From an optimization exercise on the open Yosys and OpenROAD flow, aimed at small area and a short achievable clock period; shortcuts taken in it are not production practice.
Function was checked by simulation only, so behaviour that the tests miss may differ from the original.
Power is estimated from default activity; no workload was simulated.

==> flow/design.v (excerpt) <==
module lowp2(signal_in,
             signal_out,
             time_constant,
             clock_in,
             reset,
             enable);
input                 enable;
input  signed [27:0]  signal_in;
output signed [27:0]  signal_out;
input  signed [4:0]   time_constant;
input                 clock_in;
input                 reset;
localparam N = 256;
localparam W = 36;
reg  [28*(N-1)-1:0] sr;     
reg  [27:0]     last;       
reg  [7:0]      cnt;        
reg             full;       
reg  [W-1:0]    sum;        
wire            full_next = ~reset & (full | (cnt == 8'd255));
wire [W-1:0] base = sum - {{(W-28){last[27]}}, last};
wire [W-1:0] nsum;
lowp2_add #(.W(W)) add (.a({{(W-28){signal_in[27]}}, signal_in}), .b(base), .clr(reset),
                        .y(nsum));
always @(posedge clock_in) begin
    sr   <= {sr[28*(N-2)-1:0], signal_in};
    last <= full_next ? sr[28*(N-1)-1 -: 28] : 28'd0;
end
always @(posedge clock_in) begin
    if (reset) begin
        cnt  <= 8'd0;
        full <= 1'b0;
    end else begin
        cnt  <= cnt + 8'd1;
        full <= full_next;
    end
    sum <= nsum;
end
assign signal_out = sum[W-1:8];
  ...
clock: 18.0 ns
lec_check: 0
cap_margin: 20
core_margin: 2
core_utilization: 62
place_density: 0.72
slew_margin: 20
synth_hierarchical: 1
synth_minimum_keep_size: 0
standard.sh (not shown) runs the stock make flow with config.mk's settings and CLKGATE_MAP_FILE= SYNTH_SCRIPT=/design/flow/synth_recipe.tcl, a recipe that flattens the netlist after the stock synthesis.
==> flow/flow/run.sh <==
#!/bin/bash
# The standard layout (the standard.sh), with changes to how it is made:
#  - ports are buffered with buf_4 instead of the delay buffer buffer_ports picks by default;
#  - CTS inserts no dummy loads, and drives up to 20 flip-flops from each clkbuf_8 leaf;
#  - timing repair aims for a setup margin, so that it sizes the few paths through the
#    adder and the ports for speed (the SDC and its clock period are the standard flow's, unchanged);
set -euo pipefail
CTS="-sink_clustering_enable -repair_clock_nets -dont_use_dummy_load"
CTS="$CTS -sink_clustering_size 20 -sink_clustering_max_diameter 50 -branching_point_buffers_distance 1000 -distance_between_buffers 150"
CTS="$CTS -sink_clustering_buffer sky130_fd_sc_hd__clkbuf_8"
# all ports on one stretch of the left edge, beside the adder and the sum registers
PINS="-exclude top:* -exclude bottom:* -exclude right:* -exclude left:0-200 -exclude left:300-490"
bash standard.sh \
  "BUFFER_PORTS_ARGS=-buffer_cell sky130_fd_sc_hd__buf_4" \
  "CTS_ARGS=$CTS" \
  "PLACE_PINS_ARGS=$PINS" \
  "SETUP_SLACK_MARGIN=13.6" \
  finish > standard_make.log 2>&1
The baseline passed the timing, design-rule and antenna checks.
Rerun with:
==> flow/flow/run.sh (replaced) <==
#!/bin/bash
# The standard layout (the standard.sh), with changes to how it is made:
#  - ports are buffered with buf_4 instead of the delay buffer buffer_ports picks by default;
#  - CTS inserts no dummy loads, and drives up to 18 flip-flops from each clkbuf_8 leaf;
#  - timing repair aims for a setup margin, so that it sizes the few paths through the
#    adder and the ports for speed (the SDC and its clock period are the standard flow's, unchanged);
set -euo pipefail
CTS="-sink_clustering_enable -repair_clock_nets -dont_use_dummy_load"
CTS="$CTS -sink_clustering_size 18 -sink_clustering_max_diameter 50"
CTS="$CTS -sink_clustering_buffer sky130_fd_sc_hd__clkbuf_8"
bash standard.sh \
  "BUFFER_PORTS_ARGS=-buffer_cell sky130_fd_sc_hd__buf_4" \
  "CTS_ARGS=$CTS" \
  "SETUP_SLACK_MARGIN=13.15" \
  finish > standard_make.log 2>&1
First-iteration DRC count hardly moves. Total power shrinks by 4.3%. Sequential power is about the same. Routed wire length goes down by 1.7%. Sequential share of layout area increases by 1.1 points. Area after synthesis does not change. Hold slack is better by 0.045 ns. Count of clock-buffer cells in the layout climbs by 28. Non-clock buffer count went down by 81. Clock power came out higher by about 2%. Core utilization decreases by 0.87 points.
Rerun with:
--- a/flow/flow/run.sh
+++ b/flow/flow/run.sh
@@ -3,3 +3,3 @@
 #  - ports are buffered with buf_4 instead of the delay buffer buffer_ports picks by default;
-#  - CTS inserts no dummy loads, and drives up to 18 flip-flops from each clkbuf_8 leaf;
+#  - CTS inserts no dummy loads, and drives up to 20 flip-flops from each clkbuf_8 leaf;
 #  - timing repair aims for a setup margin, so that it sizes the few paths through the
@@ -8,4 +8,4 @@
 CTS="-sink_clustering_enable -repair_clock_nets -dont_use_dummy_load"
-CTS="$CTS -sink_clustering_size 18 -sink_clustering_max_diameter 50"
-CTS="$CTS -sink_clustering_buffer sky130_fd_sc_hd__clkbuf_8"
+CTS="$CTS -sink_clustering_size 36 -sink_clustering_max_diameter 50"
+CTS="$CTS -sink_clustering_buffer sky130_fd_sc_hd__clkbuf_16"
 bash standard.sh \
The changed run went through all stages and came out clean.
Final cell count drops by 0.61%.
Setup slack got worse by 0.071 ns.
Routed wire length climbs by 14%.
Utilization climbs by 1.2 points.
Clock-buffer cell count drops by 72.
Rerun with:
--- a/flow/flow/run.sh
+++ b/flow/flow/run.sh
@@ -8,4 +8,6 @@
 CTS="-sink_clustering_enable -repair_clock_nets -dont_use_dummy_load"
-CTS="$CTS -sink_clustering_size 36 -sink_clustering_max_diameter 50"
+CTS="$CTS -sink_clustering_size 30 -sink_clustering_max_diameter 70"
 CTS="$CTS -sink_clustering_buffer sky130_fd_sc_hd__clkbuf_16"
+# all ports on one stretch of the left edge, beside the adder and the sum registers
+PINS="-exclude top:* -exclude bottom:* -exclude right:* -exclude left:0-200 -exclude left:300-490"
 bash standard.sh \
@@ -13,2 +15,3 @@
   "CTS_ARGS=$CTS" \
+  "PLACE_PINS_ARGS=$PINS" \
   "SETUP_SLACK_MARGIN=13.15" \
After rerunning: The new run passed the timing, design-rule and antenna checks. Utilization is lower by 1.0 points. Wire length drops by a few percent. Register-to-register slack gets worse by 0.11 ns. Setup slack improved by 0.029 ns. Die area stays the same. Final area came out lower slightly.

Setup of job 2436:
The RTL this note starts from:
==> flow/design.v <==
module lowp2(signal_in,
             signal_out,
             time_constant,
             clock_in,
             reset,
             enable);
input                 enable;
input  signed [27:0]  signal_in;
output signed [27:0]  signal_out;
input  signed [4:0]   time_constant;
input                 clock_in;
input                 reset;
localparam N = 256;
localparam W = 36;
reg  [28*(N-1)-1:0] sr;     
reg  [27:0]     last;       
reg  [7:0]      cnt;        
reg             full;       
reg  [W-1:0]    sum;        
wire            full_next = ~reset & (full | (cnt == 8'd255));
wire [W-1:0] base = sum - {{(W-28){last[27]}}, last};
wire [W-1:0] nsum;
lowp2_add #(.W(W)) add (.a({{(W-28){signal_in[27]}}, signal_in}), .b(base), .clr(reset),
                        .y(nsum));
always @(posedge clock_in) begin
    sr   <= {sr[28*(N-2)-1:0], signal_in};
    last <= full_next ? sr[28*(N-1)-1 -: 28] : 28'd0;
end
always @(posedge clock_in) begin
    if (reset) begin
        cnt  <= 8'd0;
        full <= 1'b0;
    end else begin
        cnt  <= cnt + 8'd1;
        full <= full_next;
    end
    sum <= nsum;
end
assign signal_out = sum[W-1:8];
endmodule
module lowp2_add #(parameter W = 36) (a, b, clr, y);
input  [W-1:0] a;
input  [W-1:0] b;
input          clr;
output [W-1:0] y;
wire [W-1:0] gn0 = ~(a & b);
wire [W-1:0] pn0 = ~(a ^ b);
wire [W-1:0] p   = a ^ b;
wire [W-1:0] g1, p1, gn2, pn2, g3, p3, gn4, pn4, g5, p5, gn6, pn6;
lowp2_pfx_n #(.W(W), .D(1))  l1 (.gn(gn0), .pn(pn0), .g(g1),  .p(p1));
lowp2_pfx_t #(.W(W), .D(2))  l2 (.g(g1),  .p(p1),  .gn(gn2), .pn(pn2));
lowp2_pfx_n #(.W(W), .D(4))  l3 (.gn(gn2), .pn(pn2), .g(g3),  .p(p3));
lowp2_pfx_t #(.W(W), .D(8))  l4 (.g(g3),  .p(p3),  .gn(gn4), .pn(pn4));
lowp2_pfx_n #(.W(W), .D(16)) l5 (.gn(gn4), .pn(pn4), .g(g5),  .p(p5));
lowp2_pfx_t #(.W(W), .D(32)) l6 (.g(g5),  .p(p5),  .gn(gn6), .pn(pn6));
lowp2_sum #(.W(W)) s (.p(p), .cn({gn6[W-2:0], 1'b1}), .clr(clr), .y(y));
endmodule
module lowp2_pfx_t #(parameter W = 36, parameter D = 1) (g, p, gn, pn);
input  [W-1:0] g;
input  [W-1:0] p;
output [W-1:0] gn;
output [W-1:0] pn;
genvar i;
generate
    for (i = 0; i < W; i = i + 1) begin : bt
        if (i >= D) begin : mix
            assign gn[i] = ~(g[i] | (p[i] & g[i-D]));
            assign pn[i] = ~(p[i] & p[i-D]);
        end else begin : pass
            assign gn[i] = ~g[i];
            assign pn[i] = ~p[i];
        end
    end
endgenerate
endmodule
module lowp2_pfx_n #(parameter W = 36, parameter D = 1) (gn, pn, g, p);
input  [W-1:0] gn;
input  [W-1:0] pn;
output [W-1:0] g;
output [W-1:0] p;
genvar i;
generate
    for (i = 0; i < W; i = i + 1) begin : bt
        if (i >= D) begin : mix
            assign g[i] = ~(gn[i] & (pn[i] | gn[i-D]));
            assign p[i] = ~(pn[i] | pn[i-D]);
        end else begin : pass
            assign g[i] = ~gn[i];
            assign p[i] = ~pn[i];
        end
    end
endgenerate
endmodule
module lowp2_sum #(parameter W = 36) (p, cn, clr, y);
input  [W-1:0] p;
input  [W-1:0] cn;
input          clr;
output [W-1:0] y;
assign y = ~((p ^ cn) | {W{clr}});
endmodule
export LEC_CHECK = 0
export CAP_MARGIN = 20
export CORE_MARGIN = 2
export CORE_UTILIZATION = 62
export PLACE_DENSITY = 0.72
export SLEW_MARGIN = 20
export SYNTH_HIERARCHICAL = 1
export SYNTH_MINIMUM_KEEP_SIZE = 0
create_clock -name core_clock -period 18.0 [get_ports {clock_in}]
==> flow/flow/run.sh <==
#!/bin/bash
# The standard layout (the standard.sh), with changes to how it is made:
#  - ports are buffered with buf_4 instead of the delay buffer buffer_ports picks by default;
#  - CTS inserts no dummy loads, and drives up to 20 flip-flops from each clkbuf_8 leaf;
#  - timing repair aims for a setup margin, so that it sizes the few paths through the
#    adder and the ports for speed (the SDC and its clock period are the standard flow's, unchanged);
set -euo pipefail
CTS="-sink_clustering_enable -repair_clock_nets -dont_use_dummy_load"
CTS="$CTS -sink_clustering_size 20 -sink_clustering_max_diameter 50"
CTS="$CTS -sink_clustering_buffer sky130_fd_sc_hd__clkbuf_8"
# all ports on one stretch of the left edge, beside the adder and the sum registers
PINS="-exclude top:* -exclude bottom:* -exclude right:* -exclude left:0-200 -exclude left:300-490"
bash standard.sh \
  "BUFFER_PORTS_ARGS=-buffer_cell sky130_fd_sc_hd__buf_4" \
  "CTS_ARGS=$CTS" \
  "PLACE_PINS_ARGS=$PINS" \
  "GLOBAL_PLACEMENT_ARGS=-timing_driven_net_weight_max 5 -timing_driven_nets_percentage 3" \
  "SETUP_SLACK_MARGIN=13.15" \
  finish > standard_make.log 2>&1
Modified inputs, job 6529 compared to job 2436
diff --git a/flow/flow/run.sh b/flow/flow/run.sh
--- a/flow/flow/run.sh
+++ b/flow/flow/run.sh
@@ -9,11 +9,7 @@
 CTS="$CTS -sink_clustering_size 20 -sink_clustering_max_diameter 50"
 CTS="$CTS -sink_clustering_buffer sky130_fd_sc_hd__clkbuf_8"
-# all ports on one stretch of the left edge, beside the adder and the sum registers
-PINS="-exclude top:* -exclude bottom:* -exclude right:* -exclude left:0-200 -exclude left:300-490"
 bash standard.sh \
   "BUFFER_PORTS_ARGS=-buffer_cell sky130_fd_sc_hd__buf_4" \
   "CTS_ARGS=$CTS" \
-  "PLACE_PINS_ARGS=$PINS" \
-  "GLOBAL_PLACEMENT_ARGS=-timing_driven_net_weight_max 5 -timing_driven_nets_percentage 3" \
   "SETUP_SLACK_MARGIN=13.15" \
   finish > standard_make.log 2>&1
Findings:
On met3 layer usage reported by global route, job 2436 and job 6529 are basically level. Reported for job 2436 and job 6529, overall overflow remaining after global route turned out identical to the last digit. The utilization of the core after routing on job 2436 is in line with that on job 6529. In terms of design area, job 2436 and job 6529 differ only marginally. Between job 2436 and job 6529, the filler-free cell count of the finished design figures differ only marginally. Total power of job 6529 is lower than that of job 2436. Compared with job 2436, wire length of the first global-routing pass in job 6529 decreased slightly. In the reports for job 2436 and job 6529, the smaller logic gate share of total power belongs to job 6529. Flip-flop and latch area of job 2436 is on par with job 6529. Job 6529 -> job 2436: via count flat.
#### Input delta (job 6069 over job 6529)
diff --git a/flow/flow/run.sh b/flow/flow/run.sh
--- a/flow/flow/run.sh
+++ b/flow/flow/run.sh
@@ -9,7 +9,11 @@
 CTS="$CTS -sink_clustering_size 20 -sink_clustering_max_diameter 50"
 CTS="$CTS -sink_clustering_buffer sky130_fd_sc_hd__clkbuf_8"
+# all ports on one stretch of the left edge, beside the adder and the sum registers
+PINS="-exclude top:* -exclude bottom:* -exclude right:* -exclude left:0-200 -exclude left:300-490"
 bash standard.sh \
+  "ADDER_MAP_FILE=" \
   "BUFFER_PORTS_ARGS=-buffer_cell sky130_fd_sc_hd__buf_4" \
   "CTS_ARGS=$CTS" \
+  "PLACE_PINS_ARGS=$PINS" \
   "SETUP_SLACK_MARGIN=13.15" \
   finish > standard_make.log 2>&1
## What came out
Summary of job 6069 over job 6529: part of the total power dissipated in combinational logic -2.1 points; area of the die ~0 delta; area growth from synthesis to layout ~0 delta; portion of the clock cycle consumed by the worst path in the final layout ~0 delta; post-route standard cell area excluding fillers ~0 delta.
Job 6069 and job 6529 ended up with roughly the same final core area utilization.
Quantity of gates resized following cts grows by more than a quarter when moving from job 6529 to job 6069.
Input-level comparison between job 7642 and job 6069:
diff --git a/flow/flow/run.sh b/flow/flow/run.sh
--- a/flow/flow/run.sh
+++ b/flow/flow/run.sh
@@ -12,8 +12,8 @@
 PINS="-exclude top:* -exclude bottom:* -exclude right:* -exclude left:0-200 -exclude left:300-490"
 bash standard.sh \
-  "ADDER_MAP_FILE=" \
   "BUFFER_PORTS_ARGS=-buffer_cell sky130_fd_sc_hd__buf_4" \
   "CTS_ARGS=$CTS" \
   "PLACE_PINS_ARGS=$PINS" \
+  "GLOBAL_PLACEMENT_ARGS=-timing_driven_net_weight_max 10 -timing_driven_nets_percentage 1" \
   "SETUP_SLACK_MARGIN=13.15" \
   finish > standard_make.log 2>&1
Notes after the runs:
- Job 7642 reached the end of the flow, and the finished layout is clean on the timing, design-rule and antenna checks.
- Changes observed in job 7642 relative to job 6069: share of final layout cell area taken by clock buffers and inverters did not really move; mapped cell area flat; worst path setup slack after routing moved down.
- Per the comparison of job 7642 with job 6069, area added between synthesis and finish essentially unchanged; average via count per standard cell neither gained nor lost much.

// lowp2: RTL as listed in full above, without the edits since
Settings: LEC_CHECK=0, CAP_MARGIN=20, CORE_MARGIN=2, CORE_UTILIZATION=62, PLACE_DENSITY=0.72, SLEW_MARGIN=20, SYNTH_HIERARCHICAL=1, SYNTH_MINIMUM_KEEP_SIZE=0; clock period 18.0 ns.
==> flow/flow/run.sh <==
#!/bin/bash
# The standard layout (the standard.sh), with changes to how it is made:
#  - ports are buffered with buf_4 instead of the delay buffer buffer_ports picks by default;
#  - CTS inserts no dummy loads, and drives up to 20 flip-flops from each clkbuf_8 leaf;
#  - timing repair aims for a setup margin, so that it sizes the few paths through the
#    adder and the ports for speed (the SDC and its clock period are the standard flow's, unchanged);
set -euo pipefail
CTS="-sink_clustering_enable -repair_clock_nets -dont_use_dummy_load"
CTS="$CTS -sink_clustering_size 20 -sink_clustering_max_diameter 50 -branching_point_buffers_distance 1000"
CTS="$CTS -sink_clustering_buffer sky130_fd_sc_hd__clkbuf_8"
# all ports on one stretch of the left edge, beside the adder and the sum registers
PINS="-exclude top:* -exclude bottom:* -exclude right:* -exclude left:0-200 -exclude left:300-490"
bash standard.sh \
  "BUFFER_PORTS_ARGS=-buffer_cell sky130_fd_sc_hd__buf_4" \
  "CTS_ARGS=$CTS" \
  "PLACE_PINS_ARGS=$PINS" \
  "SETUP_SLACK_MARGIN=13.15" \
  finish > standard_make.log 2>&1
==> next run, changes <==
==> flow/flow/run.sh (replaced) <==
#!/bin/bash
# The standard layout (the standard.sh), with changes to how it is made:
#  - ports are buffered with buf_4 instead of the delay buffer buffer_ports picks by default;
#  - CTS inserts no dummy loads, and drives up to 18 flip-flops from each clkbuf_8 leaf;
#  - timing repair aims for a setup margin, so that it sizes the few paths through the
#    adder and the ports for speed (the SDC and its clock period are the standard flow's, unchanged);
set -euo pipefail
CTS="-sink_clustering_enable -repair_clock_nets -dont_use_dummy_load"
CTS="$CTS -sink_clustering_size 18 -sink_clustering_max_diameter 50"
CTS="$CTS -sink_clustering_buffer sky130_fd_sc_hd__clkbuf_8"
bash standard.sh \
  "BUFFER_PORTS_ARGS=-buffer_cell sky130_fd_sc_hd__buf_4" \
  "CTS_ARGS=$CTS" \
  "SETUP_SLACK_MARGIN=13.8" \
  finish > standard_make.log 2>&1
Result: Die area does not change; maximum frequency rises slightly; hold slack improved by 21 ps; global-route usage rises by 0.25 points; combinational power rises by well over a third; power rises by a few percent; clock-buffer cell count rises by 26; clock skew falls by 12 ps; non-clock buffer count rises by 56; flip-flop and latch count is unchanged; final cell count rises slightly.
==> next run, changes <==
==> flow/flow/run.sh (replaced) <==
#!/bin/bash
# The standard layout (the standard.sh), with changes to how it is made:
#  - ports are buffered with buf_4 instead of the delay buffer buffer_ports picks by default;
#  - CTS inserts no dummy loads, and drives up to 20 flip-flops from each clkbuf_8 leaf;
#  - timing repair aims for a setup margin, so that it sizes the few paths through the
#    adder and the ports for speed (the SDC and its clock period are the standard flow's, unchanged);
set -euo pipefail
CTS="-sink_clustering_enable -repair_clock_nets -dont_use_dummy_load"
CTS="$CTS -sink_clustering_size 20 -sink_clustering_max_diameter 50 -branching_point_buffers_distance 1000 -distance_between_buffers 200"
CTS="$CTS -sink_clustering_buffer sky130_fd_sc_hd__clkbuf_8"
# all ports on one stretch of the left edge, beside the adder and the sum registers
PINS="-exclude top:* -exclude bottom:* -exclude right:* -exclude left:0-200 -exclude left:300-490"
bash standard.sh \
  "BUFFER_PORTS_ARGS=-buffer_cell sky130_fd_sc_hd__buf_4" \
  "CTS_ARGS=$CTS" \
  "PLACE_PINS_ARGS=$PINS" \
  "SETUP_SLACK_MARGIN=13.15" \
  finish > standard_make.log 2>&1
What happened: The new run finished clean. Clock-buffer cell count goes down by 38. Register-to-register slack is worse by 240 ps. Fmax goes up by 0.78%.

==> port drivers added, routing unchanged <==
In the flow no input, the clock included, has a driving cell. The finished layouts below were timed again as built, in two steps. Step 1: set_driving_cell puts a clkbuf_16 on clock_in and a buf_2 on each other input, an assumption about the parent block. Step 2 moves the port delays by t, midway between the first and last clock arrival at a register: inputs arrive t later, outputs are due t later. That takes back most of the time a late clock gives input paths. a / b / c = no drivers / after step 1 / after step 2; a / b = the first two.
run | t, ns | setup WS [ns] | pins driven straight from the clock port
the first run of note 1 | 0.902 | 12.968 / 12.902 / 12.471 | 1
the second run of note 1 | 0.969 | 13.001 / 12.905 / 12.104 | 1
the third run of note 1 | 0.993 | 12.930 / 12.834 / 12.255 | 1
the fourth run of note 1 | 0.934 | 12.959 / 12.891 / 12.185 | 1
job 2436 | 0.936 | 12.988 / 12.919 / 12.191 | 1
job 6529 | 0.961 | 13.004 / 12.907 / 12.164 | 1
job 6069 | 0.950 | 12.986 / 12.920 / 12.331 | 1
job 7642 | 0.952 | 12.977 / 12.907 / 12.243 | 1
the first run of note 3 | 0.915 | 13.008 / 12.943 / 12.269 | 1
the second run of note 3 | 0.970 | 13.028 / 12.937 / 12.475 | 1
the third run of note 3 | 0.851 | 13.066 / 13.000 / 12.277 | 1
After both steps setup and hold are still met in every run listed. For the second run of note 1, which loses most, drivers alone change the setup slack by -0.096 ns; drivers and shift together by -0.897 ns.
